Background: an optimization exercise with open tools, aiming at small area, a short achievable clock period and few clock cycles per item. Do not read the settings as production practice.
RTL that was checked went through simulation tests only; none was proved equivalent to the original.

the reference run:
Design SNN, start of the top module:
module SNN(
	input clk,
	input rst_n,
	input in_valid,
	input [7:0] img,
	input [7:0] ker,
	input [7:0] weight,
	output reg out_valid,
	output reg [9:0] out_data
);
==> flow/config.mk <==
export PLATFORM = sky130hd
export DESIGN_NAME = SNN
export DESIGN_NICKNAME = SNN
export VERILOG_FILES = /design/flow/design.v
export SDC_FILE = /design/flow/constraint.sdc
export NUM_CORES = 4
export LEC_CHECK = 0
export CAP_MARGIN = 20
export CORE_MARGIN = 2
export CORE_UTILIZATION = 55
export CTS_BUF_LIST = sky130_fd_sc_hd__clkbuf_8 sky130_fd_sc_hd__clkbuf_16
export CTS_CLUSTER_DIAMETER = 80
export CTS_CLUSTER_SIZE = 25
export SLEW_MARGIN = 20
export SYNTH_HIERARCHICAL = 1
==> flow/constraint.sdc <==
create_clock -name core_clock -period 15.0 [get_ports {clk}]
set_input_delay 3.0000 -clock core_clock [delete_from_list [all_inputs] [get_ports {clk}]]
set_output_delay 3.0000 -clock core_clock [all_outputs]
set_load 0.01 [all_outputs]
standard.sh (not shown) runs the stock make flow with config.mk's settings and CLKGATE_MAP_FILE= SYNTH_SCRIPT=/design/flow/synth_recipe.tcl, a recipe that flattens the netlist after the stock synthesis.
==> flow/flow/run.sh <==
#!/bin/bash
set -euo pipefail
export BUFFER_PORTS_ARGS="-buffer_cell sky130_fd_sc_hd__buf_4"
export SETUP_SLACK_MARGIN=10.6
bash standard.sh > standard_flow.log 2>&1
The reference run finished end to end and its layout was clean on timing, DRC and antenna.
Testbench counts of the reference run, summed over its fixed seeds: cycles 25,920, items 320.
The inputs of the trial run differ from those of the reference run as listed below.
==> flow/flow/run.sh <==
#!/bin/bash
set -euo pipefail
export BUFFER_PORTS_ARGS="-buffer_cell sky130_fd_sc_hd__buf_4"
export SETUP_SLACK_MARGIN=10.85
bash standard.sh > standard_flow.log 2>&1
Results
The reference run -> the trial run: via total after detailed routing increased slightly
Diff the reference run -> the trial run: area growth from synthesis to layout has increased; actual transition at the worst max-transition pin went up 0.016 ns; final wirelength shows an increase of about 0.3%; final area shows an increase of 1.4%.
Routed wire length on met3 delta for the trial run relative to the reference run: 1.8% higher


Another version of the RTL of SNN (not shown whole).
For scale: roughly 38 I/O pins.
==> flow/design.v (excerpt) <==
module SNN(
	input clk,
	input rst_n,
	input in_valid,
	input [7:0] img,
	input [7:0] ker,
	input [7:0] weight,
	output reg out_valid,
	output reg [9:0] out_data
);
==> flow/config.mk <==
export PLATFORM = sky130hd
export DESIGN_NAME = SNN
export DESIGN_NICKNAME = SNN
export VERILOG_FILES = /design/flow/design.v
export SDC_FILE = /design/flow/constraint.sdc
export NUM_CORES = 4
export LEC_CHECK = 0
export CAP_MARGIN = 20
export CORE_MARGIN = 2
export CORE_UTILIZATION = 55
export CTS_BUF_LIST = sky130_fd_sc_hd__clkbuf_8 sky130_fd_sc_hd__clkbuf_16
export CTS_CLUSTER_DIAMETER = 80
export CTS_CLUSTER_SIZE = 25
export SLEW_MARGIN = 20
export SYNTH_HIERARCHICAL = 1
==> flow/constraint.sdc <==
create_clock -name core_clock -period 15.0 [get_ports {clk}]
set_input_delay 3.0000 -clock core_clock [delete_from_list [all_inputs] [get_ports {clk}]]
set_output_delay 3.0000 -clock core_clock [all_outputs]
set_load 0.01 [all_outputs]
==> flow/flow/run.sh <==
#!/bin/bash
set -euo pipefail
export BUFFER_PORTS_ARGS="-buffer_cell sky130_fd_sc_hd__buf_4"
export SETUP_SLACK_MARGIN=10.6
bash standard.sh > standard_flow.log 2>&1
The starting point produced a clean layout.
Edit:
Settings changed: CTS_BUF_LIST sky130_fd_sc_hd__clkbuf_8 sky130_fd_sc_hd__clkbuf_16 to sky130_fd_sc_hd__clkbuf_8, CTS_CLUSTER_DIAMETER 80 to 60, CTS_CLUSTER_SIZE 25 to 20.
Effect: Wire length stays flat. Sequential share of layout area rose by 0.31 points. Worst setup slack is worse by 0.0099 ns. Synthesized cell count stays the same. Hold slack improves by 0.0055 ns. Die area does not change. Cell area is lower by 0.94%. Area after synthesis is unchanged.
No functional check of the RTL was part of any run of this note.


Setup of rev 12:
Another version of the RTL of SNN (not shown whole).
Size: roughly 2600 cells after synthesis, ~38 I/O pins, about 31000 um^2 of cells after synthesis.
==> flow/design.v (excerpt) <==
module SNN(
	input clk,
	input rst_n,
	input in_valid,
	input [7:0] img,
	input [7:0] ker,
	input [7:0] weight,
	output reg out_valid,
	output reg [9:0] out_data
);
export LEC_CHECK = 0
export CAP_MARGIN = 20
export CORE_MARGIN = 2
export CORE_UTILIZATION = 55
export CTS_BUF_LIST = sky130_fd_sc_hd__clkbuf_8 sky130_fd_sc_hd__clkbuf_16
export CTS_CLUSTER_DIAMETER = 80
export CTS_CLUSTER_SIZE = 25
export SLEW_MARGIN = 20
export SYNTH_HIERARCHICAL = 1
create_clock -name core_clock -period 15.0 [get_ports {clk}]
==> flow/flow/run.sh <==
#!/bin/bash
set -euo pipefail
export BUFFER_PORTS_ARGS="-buffer_cell sky130_fd_sc_hd__buf_4"
export SETUP_SLACK_MARGIN=10.85
export CTS_ARGS="-sink_clustering_enable -repair_clock_nets -dont_use_dummy_load -sink_clustering_size 25 -sink_clustering_max_diameter 80 -buf_list {sky130_fd_sc_hd__clkbuf_8 sky130_fd_sc_hd__clkbuf_16}"
bash standard.sh > standard_flow.log 2>&1
Testbench counts of rev 12, summed over its fixed seeds: cycles 25,920, items 320.
What rev 13 does differently from rev 12 at the input level:
==> flow/run.sh (new file) <==
#!/bin/bash
# synth_recipe.tcl (not shown) runs the flow's synth.tcl, then flattens the netlist and writes it again
# the make line also repeats each setting of config.mk as NAME=value (left out here)
make -C /OpenROAD-flow-scripts/flow DESIGN_CONFIG=/design/flow/config.mk WORK_HOME=/design/flow/orfs CLKGATE_MAP_FILE= SYNTH_SCRIPT=/design/flow/synth_recipe.tcl finish
removed: flow/flow/run.sh
removed: flow/standard.sh
Findings:
Fraction of standard cell area in multi-input logic | rev 13 above rev 12
Rev 12 finished all stages; the layout is clean.
Rev 13: no failed stages, no open violations at the end
Per the comparison of rev 13 with rev 12, global-route wire length before repair now smaller; minimum period implied by the final worst setup slack saw an increase.


## run A
Another version of the RTL of SNN (not shown whole).
For scale: ~2900 cells after synthesis, about 480 flip-flops, ~38 I/O pins, ~0.036 mm2 of cells after synthesis.
clock: 15.0 ns
lec_check: 0
cap_margin: 20
core_margin: 2
core_utilization: 70
slew_margin: 20
synth_hierarchical: 1
==> flow/flow/run.sh <==
#!/bin/bash
set -euo pipefail
export BUFFER_PORTS_ARGS="-buffer_cell sky130_fd_sc_hd__buf_4"
bash standard.sh > standard_flow.log 2>&1
Testbench counts of run A, summed over its fixed seeds: cycles 25,920, items 320.
> inputs changed (run A -> run B)
-- flow/config.mk --
<<< run A, line 9
export CORE_MARGIN = 2
export CORE_UTILIZATION = 70
export SLEW_MARGIN = 20
>>> run B, line 9
export CORE_MARGIN = 2
export CORE_UTILIZATION = 55
export SLEW_MARGIN = 20
## What came out
Compared with run A, in run B register share of the cell area shrank by 0.24 points.
Changes in run C relative to run B:
==> flow/run.sh (new file) <==
#!/bin/bash
# synth_recipe.tcl (not shown) runs the flow's synth.tcl, then flattens the netlist and writes it again
# the make line also repeats each setting of config.mk as NAME=value (left out here)
make -C /OpenROAD-flow-scripts/flow DESIGN_CONFIG=/design/flow/config.mk WORK_HOME=/design/flow/orfs CLKGATE_MAP_FILE= SYNTH_SCRIPT=/design/flow/synth_recipe.tcl finish
removed: flow/flow/run.sh
removed: flow/standard.sh
==> comparison <==
- Comparing global routing usage on met1 for run B and run C, the smaller number came from run B.
- From run B to run C the numbers moved as follows: design area went up 0.40%; worst hold slack went down 0.0087 ns; global router's overall resource usage went up 0.24 points; largest stage delay on the critical path held; first-pass GRT wire length went up about 0.7%.
Changes in run D relative to run C:
==> flow/flow/run.sh (new file) <==
#!/bin/bash
set -euo pipefail
export BUFFER_PORTS_ARGS="-buffer_cell sky130_fd_sc_hd__buf_4"
export SETUP_SLACK_MARGIN=11
bash standard.sh > standard_flow.log 2>&1
==> flow/standard.sh (new file) <==
#!/bin/bash
# synth_recipe.tcl (not shown) runs the flow's synth.tcl, then flattens the netlist and writes it again
# the make line also repeats each setting of config.mk as NAME=value (left out here)
make -C /OpenROAD-flow-scripts/flow DESIGN_CONFIG=/design/flow/config.mk WORK_HOME=/design/flow/orfs CLKGATE_MAP_FILE= SYNTH_SCRIPT=/design/flow/synth_recipe.tcl "${@:-finish}"
removed: flow/run.sh
==> comparison <==
Summary of run D over run C: wire length on met3 +690 um, final wirelength climbed 0.94%, global-route track usage on met1 now larger. The violation count after the first detailed-routing iteration of run D was inferior to that of run C. Compare run C and run D | sequential share of layout area higher: run C. Launch point of the worst path = r3a[13]: run C; launch point of the worst path = k0[5]: run D. No stage failed in run D, and the final checks on the layout all came back clean.


SNN, a different RTL version from the one above (not shown whole).
Size in the first run: ~480 flip-flops, about 38 I/O pins, roughly 0.033 mm² of cells after synthesis.
clock: 15.0 ns
lec_check: 0
cap_margin: 20
core_margin: 2
core_utilization: 55
cts_buf_list: sky130_fd_sc_hd__clkbuf_8 sky130_fd_sc_hd__clkbuf_16
cts_cluster_diameter: 80
cts_cluster_size: 25
slew_margin: 20
synth_hierarchical: 1
run.sh (not shown) runs the stock make flow with config.mk's settings and CLKGATE_MAP_FILE= SYNTH_SCRIPT=/design/flow/synth_recipe.tcl, a recipe that flattens the netlist after the stock synthesis.
Stock flow here: none of the scripts above is used.
The first run finished with timing, DRC and antenna clean.
Testbench counts at the start, summed over its fixed seeds: cycles 25,920, items 320.
Edit:
==> flow/flow/run.sh (new file) <==
#!/bin/bash
set -euo pipefail
export BUFFER_PORTS_ARGS="-buffer_cell sky130_fd_sc_hd__buf_4"
export SETUP_SLACK_MARGIN=11.05
export CTS_ARGS="-sink_clustering_enable -repair_clock_nets -dont_use_dummy_load -sink_clustering_size 25 -sink_clustering_max_diameter 80 -buf_list {sky130_fd_sc_hd__clkbuf_8 sky130_fd_sc_hd__clkbuf_16}"
bash standard.sh > standard_flow.log 2>&1
==> flow/standard.sh (new file) <==
#!/bin/bash
# synth_recipe.tcl (not shown) runs the flow's synth.tcl, then flattens the netlist and writes it again
# the make line also repeats each setting of config.mk as NAME=value (left out here)
make -C /OpenROAD-flow-scripts/flow DESIGN_CONFIG=/design/flow/config.mk WORK_HOME=/design/flow/orfs CLKGATE_MAP_FILE= SYNTH_SCRIPT=/design/flow/synth_recipe.tcl "${@:-finish}"
removed: flow/run.sh
The new run finished with timing, DRC and antenna clean; cell count goes up by about 2.5%; cell area increases by 3.5%; global-route usage is about the same; first-iteration DRC count came out lower by about 0.56%; utilization increases by 2.0 points; fmax grows by about 9%; clock-buffer cell count went down by 1; synthesized area does not change; routed wire length is higher by 1.2%.
Edit:
--- a/flow/flow/run.sh
+++ b/flow/flow/run.sh
@@ -4 +4 @@
-export SETUP_SLACK_MARGIN=11.05
+export SETUP_SLACK_MARGIN=10.85
Settings changed: CORE_UTILIZATION 55 to 65.
After rerunning:
- The new run produced a clean layout
- critical path depth came out lower by 12
- routed wire length came out lower by a few percent
- clock-buffer cell count came out lower by 2
- worst hold slack loses 24 ps
- cell count came out lower by a few percent
- synthesized area is unchanged
- final area came out lower by a few percent
- non-clock buffer count came out lower by 59

==> afterwards: timing with drivers on the ports <==
In the flow no input, the clock included, has a driving cell. The finished layouts below were timed again as built, in two steps. Step 1: set_driving_cell puts a clkbuf_16 on clk and a buf_2 on each other input, an assumption about the parent block. Step 2 adds t to the input delays and takes it off the output delays; t is the mean of the earliest and latest rising clock arrival at the registers after step 1. Input paths then give back, and output paths get back, about the clock's delay inside the block. a / b / c = no drivers / after step 1 / after step 2; a / b = the first two.
run | shift t [ns] | setup slack, ns | worst hold slack (ns) | pins driven straight from the clock port
the reference run | 0.676 | 10.771 / 10.771 / 10.771 | 0.326 / 0.326 / 0.326 | 1
the trial run | 0.677 | 10.864 / 10.798 / 10.924 | 0.327 / 0.327 / 0.327 | 1
the first run of note 2 | 0.639 | 10.670 / 10.670 / 10.670 | 0.328 / 0.328 / 0.328 | 1
the second run of note 2 | 0.699 | 10.660 / 10.660 / 10.660 | 0.333 / 0.333 / 0.333 | 1
rev 12 | 0.654 | 10.890 / 10.830 / 10.934 | 0.304 / 0.304 / 0.304 | 1
rev 13 | 0.660 | 10.514 / 10.453 / 10.760 | 0.331 / 0.331 / 0.331 | 1
run A | 0.661 | 10.394 / 10.394 / 10.394 | 0.312 / 0.312 / 0.312 | 1
run B | 0.669 | 10.609 / 10.609 / 10.609 | 0.313 / 0.313 / 0.313 | 1
run C | 0.659 | 10.495 / 10.440 / 10.495 | 0.305 / 0.305 / 0.305 | 1
run D | 0.669 | 10.835 / 10.835 / 10.835 | 0.325 / 0.325 / 0.325 | 1
the first run of note 5 | 0.683 | 10.479 / 10.417 / 10.568 | 0.328 / 0.328 / 0.328 | 1
the second run of note 5 | 0.656 | 10.870 / 10.839 / 10.870 | 0.317 / 0.317 / 0.317 | 1
the third run of note 5 | 0.654 | 10.878 / 10.818 / 10.888 | 0.293 / 0.293 / 0.293 | 1
After both steps every run listed still meets setup and hold.
